This is an optimization exercise on Yosys and OpenROAD, whose aim is small area and a short achievable clock period, not a production implementation. No run shown here included a check of the RTL's function; only the layout flow was run. Power is estimated from default activity; no workload was simulated.

## flow/design.v (module list and top-level ports; edited modules follow where they fit)
// module work_zyq: 63 lines
// module zq_rca: 15 lines
// module zq_cneg: 14 lines
// module zq_bcd29: 28 lines
// module zq_ctl: 27 lines
// module zq_v4: 166 lines
// module zq_mul15: 691 lines
// module zq_div15: 591 lines
module work_zyq(CLK,rst,keystat,dataout);
  // ...
==> flow/flow/run.sh <==
#!/bin/bash
# Own layout flow: the standard synthesis and layout, except that
#  - Yosys skips the quick ABC pass inside synth (-noabc), extracts full/half adder
#    cells only in the modules listed in flow/fa_modules.txt (kept apart until mapping,
#    then flattened like the rest), and maps the logic with the area-oriented ABC script
#    in flow/abc.script (no gate upsizing); the next-state module zq_ctl is mapped with
#    ORFS's speed script;
#  - port buffers are buf_2 cells;
#  - the resizer's repair_timing aims at the slack in flow/margin.txt (the SDC's clock is
#    unchanged).
# Each tool's full output goes to a log file in the work folder.
set -euo pipefail
WORK=$(pwd)
FL=$WORK/flow
MARGIN=$(cat "$FL/margin.txt")
FAMODS=$(cat "$FL/fa_modules.txt")

sed -e "s#^source \$::env(SCRIPTS_DIR)/synth_preamble.tcl#source \$::env(SCRIPTS_DIR)/synth_preamble.tcl\nset abc_fast \$abc_args\nset abc_args [lreplace \$abc_args 1 1 $FL/abc.script]#" \
    -e "s#^  extract_fa {\*}\[dont_use_extract_fa_args\]\$#  extract_fa {*}[dont_use_extract_fa_args] $FAMODS#" \
    -e "s#^  log_cmd abc {\*}\$abc_args\$#  log_cmd abc {*}\$abc_fast zq_ctl\n  log_cmd abc {*}\$abc_args \$::env(DESIGN_NAME) $FAMODS#" \
  "$FLOW_HOME/scripts/synth.tcl" > "$WORK/own_synth.tcl"
grep -q "lreplace \$abc_args 1 1" "$WORK/own_synth.tcl"
grep -q "abc_fast zq_ctl" "$WORK/own_synth.tcl"
grep -q "extract_fa {\*}\[dont_use_extract_fa_args\] $FAMODS" "$WORK/own_synth.tcl"
sed "s#\$::env(SCRIPTS_DIR)/synth.tcl#$WORK/own_synth.tcl#" "$WORK/synth_recipe.tcl" > "$WORK/own_synth_recipe.tcl"
grep -q "own_synth.tcl" "$WORK/own_synth_recipe.tcl"
sed "s#SYNTH_SCRIPT=[^ ]*#SYNTH_SCRIPT=$WORK/own_synth_recipe.tcl#" "$WORK/standard.sh" > "$WORK/own_synth.sh"
grep -q "own_synth_recipe.tcl" "$WORK/own_synth.sh"

SYNTH_KEEP_MODULES="zq_ctl $FAMODS" SYNTH_ARGS=-noabc bash "$WORK/own_synth.sh" synth > "$WORK/synth.log" 2>&1
export BUFFER_PORTS_ARGS="-buffer_cell sky130_fd_sc_hd__buf_2"
export SETUP_SLACK_MARGIN=$MARGIN
bash "$WORK/standard.sh" > "$WORK/layout.log" 2>&1
test -f "$WORK/out/final.def"
==> flow/flow/abc.script <==
strash
dch
amap
topo
==> flow/flow/fa_modules.txt <==
zq_mul15 zq_v4
==> flow/flow/margin.txt <==
174.0
==> flow/standard.sh <==
#!/bin/bash
# synth_recipe.tcl (not shown) runs the flow's synth.tcl, then flattens the netlist and writes it again
# the make line also repeats each setting of config.mk as NAME=value (left out here)
make -C /OpenROAD-flow-scripts/flow DESIGN_CONFIG=/design/flow/config.mk WORK_HOME=/design/flow/orfs CLKGATE_MAP_FILE= SYNTH_SCRIPT=/design/flow/synth_recipe.tcl "${@:-finish}"
==> flow/config.mk <==
export PLATFORM = sky130hd
export DESIGN_NAME = work_zyq
export DESIGN_NICKNAME = work_zyq
export VERILOG_FILES = /design/flow/design.v
export SDC_FILE = /design/flow/constraint.sdc
export NUM_CORES = 8
export LEC_CHECK = 0
export CAP_MARGIN = 20
export CORE_MARGIN = 2
export CORE_UTILIZATION = 40
export SLEW_MARGIN = 20
==> flow/constraint.sdc <==
create_clock -name core_clock -period 220.0 [get_ports {CLK}]
set_input_delay 44.0000 -clock core_clock [delete_from_list [all_inputs] [get_ports {CLK}]]
set_output_delay 44.0000 -clock core_clock [all_outputs]
set_load 0.01 [all_outputs]
==> impl_metrics.json, run 1 <==
{
  "grt_antenna_before_repair": 0,
  "area_delta_synth_final_pct": 8.74,
  "internal_power_uw": 57.8,
  "synthXorXnorAreaFrac": 0.0304,
  "grt_use_met1": 0.304,
  "rr_worst_depth": 287,
  "die_y_um": 215,
  "power_density_nw_per_um2": 7.16,
  "hold_violations": 0,
  "ys_seq_area_frac": 0.0617,
  "synth_edf_count": 0,
  "rr_endpoint": "dataout[0]",
  "clkbuf_count": 5,
  "fin_area_um2": 19400,
  "routedWlPerCell_um": 16.7,
  "status": "timing/DRC/antenna clean",
  "dp_cells": 3252,
  "power_leakage_nw": 7.74,
  "critical_path_buf_inv_count": 1,
  "critPathCapture": "dataout[14]",
  "tightestPinTransition_ps": 1030,
  "critPathMaxStageDelay_ps": 750,
  "cp.depth": 5,
  "maxPowerGroup": "combinational logic",
  "via_per_inst": 5.78
}
==> inputs of run 2 (changes only) <==
==> flow/flow/fa_modules.txt (replaced) <==
zq_mul15
==> run 2 against run 1 <==
Sequential power about the same. Wire length rose by 1.7%. Still clean. Combinational power shrank 7%. Largest power group unchanged. Critical path type unchanged. Hold slack improved by 1.7 ps. Clock skew about the same. Setup slack got worse by 36 ps. Clock power is 11% higher. Non-clock buffer count up 8.
==> impl_metrics.json, run 2 <==
{
  "status": "timing/DRC/antenna clean",
  "drt-initial-drc-count": 1343,
  "fin_worst_skew_ps": 8.66,
  "dieArea_um2": 45700,
  "ys_warn_count": 2,
  "r2r_slack_ps": 178730,
  "place.gp.congestion": 0.906,
  "maxCapViolCount": 0,
  "path_cells": "buf_2 > and4bb_2 > and3_2 > a22oi_1 > o32ai_1",
  "period_needed_ps": 45760,
  "cts_root_buf": "clkbuf_16",
  "relSlewSlack": 0.325,
  "ys_async_sr_fraction": 0,
  "die_w_um": 214,
  "clk_pin_slew_ps": 70,
  "synth.most_common_cell": "nor2_1",
  "synth.top_cell.area_share": 0.221,
  "gr-total-overflow": 0,
  "cts_tree": "built",
  "critPathKind": "input pin to flop",
  "placed_area_um2": 18400,
  "hpwl_um": 41900,
  "final_common_cell": "nor2_1",
  "rr_endpoint": "dataout[0]",
  "core-area_um2": 43300,
  "synth.largest_area_cell": "fa_1",
  "cts_sinks": 55,
  "drt_pass1_iterations": 6,
  "synth-main-ff-cell": "dfxtp_1",
  "die_y_um": 214,
  "largestRegisters": "dataout: 32 flops, first: 15 flops, prestat: 5 flops",
  "crit_fanout": 56,
  "synth_common_cells": "745 x nor2_1, 305 x o21ai_0, 284 x clkinv_1, 260 x a21oi_1, 211 x nand2_1",
  "n_antenna_cell": 0,
  "hold_start": "dataout[29]",
  "htree_levels": 2,
  "mostFrequentLayoutCells": "732 x nor2_1, 280 x clkinv_1, 274 x o21ai_0, 233 x a21oi_1, 210 x nand2_1",
  "syn-cell-area_um2": 17600,
  "cts_hold_buffers": 0,
  "drive_gt1_frac": 0.0838,
  "vias": 19656,
  "synth_edf_count": 0,
  "critPathTopFamily": "buffers and inverters",
  "cp.required_ps": 220130,
  "grt_pass1_vias": 18161,
  "start_util": 0.407,
  "routed_wl_um": 55700,
  "ys_types": 60,
  "critical_path.slowest_cell": "buf_2",
  "startpoint_type": "input pin",
  "min_path_cells": 2,
  "grt_max_degree": 57,
  "ioPinCount": 39,
  "track_usage": 0.241,
  "top_register": "dataout",
  "drc": 0,
  "rows": 76,
  "grt_pass1_wl_um": 89900,
  "cp_data_arrival_time_ps": 45900,
  "area_delta_synth_final_pct": 9.66,
  "synth_cells": 2744,
  "routedWlPerCell_um": 16.5,
  "nets": 3018,
  "reg2reg_from": "dataout[12]",
  "setup_violations": 0,
  "critical_path_buf_inv_count": 1,
  "power_density_nw_per_um2": 6.84,
  "fin_crit_sh": 0.208,
  "rr_worst_depth": 291,
  "synth_seq_cells": 55,
  "cts_max_path_buffers": 2,
  "endpoint_kind": "flop",
  "peakVddDrop_v": 0.00000954,
  "tightestPinTransition_ps": 1010,
  "fin_tns_setup_ps": 0,
  "cts_made_buffers": 5,
  "hold_path_end": "dataout[29]",
  "hold_violations": 0,
  "max_freq_ghz": 0.0219,
  "synth_nets": 2960,
  "avgSynthCellArea_um2": 6.41,
  "ant_nets": 0,
  "insertion_delay_ps": 290,
  "grt_antenna_before_repair": 0,
  "slew_violations": 0,
  "fin_area_um2": 19300,
  "ys_seq_area_frac": 0.0626,
  "critPathMaxStageDelay_ps": 750,
  "largest_register_ff_count": 32,
  "hp-class": "flop to flop",
  "via_per_inst": 5.80,
  "port_buffers": 38,
  "power_leakage_nw": 7.47,
  "grt_setup_unrepaired": "no",
  "synth_area_leaders": "fa_1 22%, nor2_1 16%, o21ai_0 8.7%, a21oi_1 7.4%, dfxtp_1 6.3%"
}
==> run 2: changes by cell type after synthesis, moves of 16 or more <==
cell      before  now
nand2_1      191  211
clkinv_1     257  284
o21a_1        20    4
fa_1         218  194
a21oi_1      225  260
nor2_1       686  745
ha_1          37   15
nor3_1        54   38
==> run 2: worst min-delay path, cell delays in order (launching register included) <==
cell and delay, ps:
dfxtp_1 310, inv_1 50, o32ai_1 70
==> run 2: cells by family after synthesis <==
logic type	after synthesis	synth area share
AND/OR/NAND/NOR	1065	0.241
buffers and inverters	367	0.0863
XOR/XNOR	62	0.0309
adder cells (fa/ha/maj)	209	0.231
flip-flops	55	0.0626
AO/OA/AOI/OAI	969	0.335
multiplexers	17	0.0128
==> run 2: how the worst max path moves through the flow <==
stage	start	to	slack (ps)	depth (start not counted)
3_5_place_dp	dataout[12]	dataout[0]	173090	286
2_1_floorplan	keystat[1]	first[7]	174690	6
6_report	rst	dataout[13]	174240	5
5_1_grt	dataout[12]	dataout[0]	173730	291
3_3_place_gp	rst	dataout[3]	173730	5
4_1_cts	dataout[12]	dataout[0]	174010	287
==> run 2: routing by layer <==
| metal | share of wire | vias to the layer above | wire, µm | GRT usage |
|---|---|---|---|---|
| met5 | 0 | - | 0 | 0 |
| met4 | 0.026 | 0 | 1460 | 0.0687 |
| met3 | 0.057 | 91 | 3190 | 0.0199 |
| met2 | 0.47 | 559 | 26200 | 0.418 |
| met1 | 0.45 | 9297 | 24900 | 0.321 |
| li1 | - | 9709 | - | - |
==> run 2: what timing repair did <==
| item | CTS | global route |
|---|---|---|
| gates resized for setup | 6 | 126 |
| setup endpoints to repair | 4 | 9 |
| pin swaps | 1 | 38 |
| endpoints found under the hold margin | 0 | 0 |
| cloned | 0 | 0 |
| buffers inserted | 1 | 38 |
==> run 2: per-module statistics from Yosys, one instance, submodules excluded <==
| module | cell area (µm²) | flip-flops and latches |
|---|---|---|
| zq_ctl | 1270 | 0 |
| zq_mul15 | 5260 | 0 |
| work_zyq | 11100 | 55 |
==> run 2: final cells by class <==
type | instances | area (µm²)
Inverter | 317 | 1200
Clock inverter | 2 | 35.0
Tap cell | 585 | 732
Clock buffer | 6 | 139
Sequential cell | 55 | 1110
Timing Repair Buffer | 101 | 663
Multi-Input combinational cell | 2322 | 15400
Fill cell | 4487 | 24000
==> run 2: where the power goes <==
group,leakage (nW),switching (mW),internal [mW]
clock network,0.0868,0.00351,0.00567
registers,0.448,0.000416,0.0102
logic,6.94,0.0714,0.0408
total,7.47,0.0754,0.0566
==> run 2: per-stage QoR <==
step / util / cells / worst slack (ps) / power [mW] / hold WS (ps)
after detailed placement: 0.425 / 3341 / 173090 / 0.111 / 470
after CTS: 0.430 / 3350 / 174010 / 0.121 / 481
after global placement: 0.425 / 3341 / 173730 / 0.109 / 459
after floorplan: - / 2744 / 174690 / 0.0911 / 492
after global routing: 0.446 / 3388 / 173730 / 0.146 / 507
final: 0.446 / 3388 / 174240 / 0.132 / 478

## separate check: timing with driven ports
Ports are ideal in the flow. The routed layouts listed here were re-timed in OpenROAD. Step 1: set_driving_cell puts a clkbuf_16 on CLK and a buf_2 on each other input, an assumption about the parent block. Step 2 moves the port delays by t, midway between the first and last clock arrival at a register: inputs arrive t later, outputs are due t later. That takes back most of the time a late clock gives input paths. Three values: ideal, step 1, step 2; two values: the first two.
run	t (ns)	setup WS [ns]	cell pins on the clock port's net
run 1	0.346	174.273 / 174.294 / 173.949	1
run 2	0.324	174.237 / 174.254 / 173.930	1
After both steps setup and hold are still met in every run listed. The setup slack of run 1, which loses most, moves by +0.021 ns with the drivers and by -0.324 ns with both steps.
